This design comes from an exercise in tuning for small area and a short achievable clock period on the open sky130 flow, not from production work. Where RTL was checked, it was by simulation tests only, not by an equivalence proof against the original. No activity file was given, so power comes from the tool's default toggle rates.

run 1:
## lowp2
module lowp2(signal_in,
             signal_out,
             time_constant,
             clock_in,
             reset,
             enable);
==> flow/config.mk <==
export PLATFORM = sky130hd
export DESIGN_NAME = lowp2
export DESIGN_NICKNAME = lowp2
export VERILOG_FILES = /design/flow/design.v
export SDC_FILE = /design/flow/constraint.sdc
export NUM_CORES = 4
export LEC_CHECK = 0
export CAP_MARGIN = 20
export CORE_MARGIN = 2
export CORE_UTILIZATION = 62
export PLACE_DENSITY = 0.72
export SLEW_MARGIN = 20
export SYNTH_HIERARCHICAL = 1
export SYNTH_MINIMUM_KEEP_SIZE = 0
==> flow/constraint.sdc <==
create_clock -name core_clock -period 18.0 [get_ports {clock_in}]
set_input_delay 3.6000 -clock core_clock [delete_from_list [all_inputs] [get_ports {clock_in}]]
set_output_delay 3.6000 -clock core_clock [all_outputs]
set_load 0.01 [all_outputs]
standard.sh (not shown) runs the stock make flow with config.mk's settings and CLKGATE_MAP_FILE= SYNTH_SCRIPT=/design/flow/synth_recipe.tcl, a recipe that flattens the netlist after the stock synthesis.
==> flow/flow/run.sh <==
#!/bin/bash
# The standard layout (the standard.sh), with changes to how it is made:
#  - ports are buffered with buf_4 instead of the delay buffer buffer_ports picks by default;
#  - CTS inserts no dummy loads, and drives up to 18 flip-flops from each clkbuf_8 leaf;
#  - timing repair aims for a setup margin, so that it sizes the few paths through the
#    adder and the ports for speed (the SDC and its clock period are the standard flow's, unchanged);
set -euo pipefail
CTS="-sink_clustering_enable -repair_clock_nets -dont_use_dummy_load"
CTS="$CTS -sink_clustering_size 18 -sink_clustering_max_diameter 50"
CTS="$CTS -sink_clustering_buffer sky130_fd_sc_hd__clkbuf_8"
bash standard.sh \
  "BUFFER_PORTS_ARGS=-buffer_cell sky130_fd_sc_hd__buf_4" \
  "CTS_ARGS=$CTS" \
  "SETUP_SLACK_MARGIN=13.15" \
  finish > standard_make.log 2>&1
Run 1 reached the end of the flow, and the finished layout is clean on the timing, design-rule and antenna checks.
Setup changes, run 1 to run 2
==> flow/flow/run.sh <==
#!/bin/bash
# The standard layout (the standard.sh), with changes to how it is made:
#  - ports are buffered with buf_4 instead of the delay buffer buffer_ports picks by default;
#  - CTS inserts no dummy loads, and drives up to 20 flip-flops from each clkbuf_8 leaf;
#  - timing repair aims for a setup margin, so that it sizes the few paths through the
#    adder and the ports for speed (the SDC and its clock period are the standard flow's, unchanged);
set -euo pipefail
CTS="-sink_clustering_enable -repair_clock_nets -dont_use_dummy_load"
CTS="$CTS -sink_clustering_size 20 -sink_clustering_max_diameter 50 -branching_point_buffers_distance 1000 -distance_between_buffers 200"
CTS="$CTS -sink_clustering_buffer sky130_fd_sc_hd__clkbuf_8"
# all ports on one stretch of the left edge, beside the adder and the sum registers
PINS="-exclude top:* -exclude bottom:* -exclude right:* -exclude left:0-200 -exclude left:300-490"
bash standard.sh \
  "BUFFER_PORTS_ARGS=-buffer_cell sky130_fd_sc_hd__buf_4" \
  "CTS_ARGS=$CTS" \
  "PLACE_PINS_ARGS=$PINS" \
  "SETUP_SLACK_MARGIN=13.15" \
  finish > standard_make.log 2>&1
Findings:
From run 1 to run 2 the numbers moved as follows: clock-buffer cell count decreased by about 8% relative to the old numbers, cell area closely matched the old numbers, worst supply voltage drop on vdd decreased by about 20% relative to the old numbers, routed wire length increased by 0.83% relative to the old numbers.
[inputs] run 3 vs run 2
--- a/flow/flow/run.sh
+++ b/flow/flow/run.sh
@@ -7,12 +7,9 @@
 set -euo pipefail
 CTS="-sink_clustering_enable -repair_clock_nets -dont_use_dummy_load"
-CTS="$CTS -sink_clustering_size 20 -sink_clustering_max_diameter 50 -branching_point_buffers_distance 1000 -distance_between_buffers 200"
-CTS="$CTS -sink_clustering_buffer sky130_fd_sc_hd__clkbuf_8"
-# all ports on one stretch of the left edge, beside the adder and the sum registers
-PINS="-exclude top:* -exclude bottom:* -exclude right:* -exclude left:0-200 -exclude left:300-490"
+CTS="$CTS -sink_clustering_size 36 -sink_clustering_max_diameter 50"
+CTS="$CTS -sink_clustering_buffer sky130_fd_sc_hd__clkbuf_16"
 bash standard.sh \
   "BUFFER_PORTS_ARGS=-buffer_cell sky130_fd_sc_hd__buf_4" \
   "CTS_ARGS=$CTS" \
-  "PLACE_PINS_ARGS=$PINS" \
   "SETUP_SLACK_MARGIN=13.15" \
   finish > standard_make.log 2>&1
## What came out
Relative to run 2, worst hold slack has decreased by 0.0075 ns in run 3. Clock insertion delay at the later pin of the skew report delta for run 3 relative to run 2: 0.11 ns higher. Per the comparison of run 3 with run 2, sum of net half-perimeters after detailed placement shrank by 1.7%, leakage power of the design shows an increase of about 2.4%, layout overhead on the synthesized area up 2.3 points. Global-route usage (lower): run 2. On post-route minimum period: between run 3 and run 2, it ends up higher for run 3. Antenna diode count for run 3: 3 down relative to run 2.
#### Input delta (run 4 over run 3)
==> flow/flow/run.sh <==
#!/bin/bash
# The standard layout (the standard.sh), with changes to how it is made:
#  - ports are buffered with buf_4 instead of the delay buffer buffer_ports picks by default;
#  - CTS inserts no dummy loads, and drives up to 18 flip-flops from each clkbuf_8 leaf;
#  - timing repair aims for a setup margin, so that it sizes the few paths through the
#    adder and the ports for speed (the SDC and its clock period are the standard flow's, unchanged);
set -euo pipefail
CTS="-sink_clustering_enable -repair_clock_nets -dont_use_dummy_load"
CTS="$CTS -sink_clustering_size 20 -sink_clustering_max_diameter 50"
CTS="$CTS -sink_clustering_buffer sky130_fd_sc_hd__clkbuf_8"
bash standard.sh \
  "BUFFER_PORTS_ARGS=-buffer_cell sky130_fd_sc_hd__buf_4" \
  "CTS_ARGS=$CTS" \
  "SETUP_SLACK_MARGIN=13.15" \
  finish > standard_make.log 2>&1
==> comparison <==
- Having completed the whole flow, run 4 delivered a layout that passed the timing, design-rule and antenna checks.
- Lower cell area goes to run 4 over run 3.
- Run 3 -> run 4: die width delta 0, exact match
- Run 4 improves on run 3 in achievable clock frequency.
- Run 4 ends up with a sequential share of cell area that is 1.8 points higher than in run 3.
- Relative to run 3, power drawn by the clock network has gone down in run 4.
- In run 4 relative to run 3, final layout net count had gone up slightly.
- Between run 3 and run 4, global routing usage on met1 decreased.
- Re worst slew margin relative to its limit: run 4 is 19 points down on run 3.
## Diff of input files: run 5 against run 4
--- a/flow/flow/run.sh
+++ b/flow/flow/run.sh
@@ -7,9 +7,9 @@
 set -euo pipefail
 CTS="-sink_clustering_enable -repair_clock_nets -dont_use_dummy_load"
-CTS="$CTS -sink_clustering_size 20 -sink_clustering_max_diameter 50"
+CTS="$CTS -sink_clustering_size 18 -sink_clustering_max_diameter 50"
 CTS="$CTS -sink_clustering_buffer sky130_fd_sc_hd__clkbuf_8"
 bash standard.sh \
   "BUFFER_PORTS_ARGS=-buffer_cell sky130_fd_sc_hd__buf_4" \
   "CTS_ARGS=$CTS" \
-  "SETUP_SLACK_MARGIN=13.15" \
+  "SETUP_SLACK_MARGIN=13.8" \
   finish > standard_make.log 2>&1
--- outcome ---
Run 5: flow completed, timing, DRC and antenna clean. Run 5: fraction of area in non-clock buffers higher than run 4. For run 4, the critical path endpoint was signal_out[21], unlike run 5, where it was signal_out[18]. What run 4 reported for power has to be multiplied by 1.06 to get the figure for run 5. Compared with run 4, run 5 shows a higher fraction of power spent switching nets. Taking run 4 as the reference, in run 5 number of cells produced by synthesis ~0 delta; worst endpoint data arrival time -0.03 ns; synthesized area ~0 delta; setup slack after layout +0.024 ns.
Modified inputs, run 6 compared to run 5
==> flow/flow/run.sh <==
#!/bin/bash
# The standard layout (the standard.sh), with changes to how it is made:
#  - ports are buffered with buf_4 instead of the delay buffer buffer_ports picks by default;
#  - CTS inserts no dummy loads, and drives up to 20 flip-flops from each clkbuf_8 leaf;
#  - timing repair aims for a setup margin, so that it sizes the few paths through the
#    adder and the ports for speed (the SDC and its clock period are the standard flow's, unchanged);
set -euo pipefail
CTS="-sink_clustering_enable -repair_clock_nets -dont_use_dummy_load"
CTS="$CTS -sink_clustering_size 20 -sink_clustering_max_diameter 50"
CTS="$CTS -sink_clustering_buffer sky130_fd_sc_hd__clkbuf_8"
# all ports on one stretch of the left edge, beside the adder and the sum registers
PINS="-exclude top:* -exclude bottom:* -exclude right:* -exclude left:0-200 -exclude left:300-490"
bash standard.sh \
  "ADDER_MAP_FILE=" \
  "BUFFER_PORTS_ARGS=-buffer_cell sky130_fd_sc_hd__buf_4" \
  "CTS_ARGS=$CTS" \
  "PLACE_PINS_ARGS=$PINS" \
  "SETUP_SLACK_MARGIN=13.15" \
  finish > standard_make.log 2>&1
==> comparison <==
signal_out[18] as the last element of the critical path was reported by run 5, and signal_out[25] by run 6.
Run 6 vs run 5 — non-clock buffer count dropped 29%.
Pin count of the biggest net entering global routing went down by a few percent going from run 5 to run 6.
From run 5 to run 6 the numbers moved as follows: net switching power of the design dropped 18%; starting density of the core shows no meaningful change.


Another version of the RTL of lowp2 (not shown whole).
For scale: ~7200 flip-flops, about 64 I/O pins, about 150000 um2 of cells after synthesis.
Settings: LEC_CHECK=0, CAP_MARGIN=20, CORE_MARGIN=2, CORE_UTILIZATION=70, PLACE_DENSITY=0.78, SLEW_MARGIN=20; clock period 18.0 ns.
==> flow/flow/run.sh <==
#!/bin/bash
# The standard layout (the standard.sh), with changes to how it is made:
#  - ports are buffered with buf_4 instead of the delay buffer buffer_ports picks by default;
#  - CTS inserts no dummy loads and clusters more sinks per leaf buffer;
#  - timing repair aims for a setup margin, so that it sizes the few paths through the
#    adder and the ports for speed (the SDC and its clock period are the standard flow's, unchanged).
set -euo pipefail
CTS="-sink_clustering_enable -repair_clock_nets -dont_use_dummy_load"
CTS="$CTS"
bash standard.sh \
  "BUFFER_PORTS_ARGS=-buffer_cell sky130_fd_sc_hd__buf_4" \
  "CTS_ARGS=$CTS" \
  "SETUP_SLACK_MARGIN=0" \
  finish > standard_make.log 2>&1
The baseline passed the timing, design-rule and antenna checks.
Rerun with:
==> flow/run.sh (new file) <==
#!/bin/bash
# synth_recipe.tcl (not shown) runs the flow's synth.tcl, then flattens the netlist and writes it again
# the make line also repeats each setting of config.mk as NAME=value (left out here)
make -C /OpenROAD-flow-scripts/flow DESIGN_CONFIG=/design/flow/config.mk WORK_HOME=/design/flow/orfs CLKGATE_MAP_FILE= SYNTH_SCRIPT=/design/flow/synth_recipe.tcl finish
--- a/flow/config.mk
+++ b/flow/config.mk
@@ -10,2 +10 @@
-export CORE_UTILIZATION = 70
-export PLACE_DENSITY = 0.78
+export CORE_UTILIZATION = 40
removed: flow/flow/run.sh
removed: flow/standard.sh
After rerunning:
- first-iteration DRC count goes down by 32%
- setup slack is worse by 530 ps
- synthesized area is unchanged
- maximum frequency fell by 8.2%
- global-route usage falls by 16 points
- flip-flop and latch count is unchanged
Function was not checked in any run of this note: the RTL went through the layout flow alone.

==> what the ideal ports hide <==
How much do the figures lean on ideal ports? The routed layouts below were timed once more, with nothing changed but the port constraints.
Step 1 (the two cells are an assumption about what drives the block):
set clk [get_ports {clock_in}]
set_driving_cell -lib_cell sky130_fd_sc_hd__clkbuf_16 $clk
set_driving_cell -lib_cell sky130_fd_sc_hd__buf_2 [delete_from_list [all_inputs] $clk]
Step 2 adds t to the input delays and takes it off the output delays; t is the mean of the earliest and latest rising clock arrival at the registers after step 1. Input paths then give back, and output paths get back, about the clock's delay inside the block.
Slacks: ideal ports / drivers / drivers and shift; pairs: ideal ports / drivers.
run | shift t [ns] | slack for setup (ns) | worst hold slack (ns) | clock arrival spread, ns | worst slew at a driven data input, ns
run 1 | 0.969 | 13.001 / 12.905 / 12.104 | 0.270 / 0.270 / 0.270 | 0.168 / 0.168 | 0.08
run 2 | 0.851 | 13.066 / 13.000 / 12.277 | 0.222 / 0.222 / 0.222 | 0.151 / 0.151 | 0.07
run 3 | 0.993 | 12.930 / 12.834 / 12.255 | 0.214 / 0.214 / 0.214 | 0.191 / 0.191 | 0.08
run 4 | 0.961 | 13.004 / 12.907 / 12.164 | 0.241 / 0.241 / 0.241 | 0.152 / 0.152 | 0.09
run 5 | 0.970 | 13.028 / 12.937 / 12.475 | 0.238 / 0.238 / 0.238 | 0.165 / 0.165 | 0.15
run 6 | 0.950 | 12.986 / 12.920 / 12.331 | 0.260 / 0.260 / 0.260 | 0.138 / 0.137 | 0.06
the first run of note 2 | 1.002 | 12.080 / 12.142 / 11.140 | 0.268 / 0.268 / 0.268 | 0.107 / 0.107 | 0.04
the second run of note 2 | 1.068 | 11.551 / 11.620 / 10.552 | 0.286 / 0.286 / 0.286 | 0.077 / 0.078 | 0.03
After both steps every run listed still meets setup and hold. The setup slack of the second run of note 2, which loses most, moves by +0.069 ns with the drivers and by -0.999 ns with both steps.
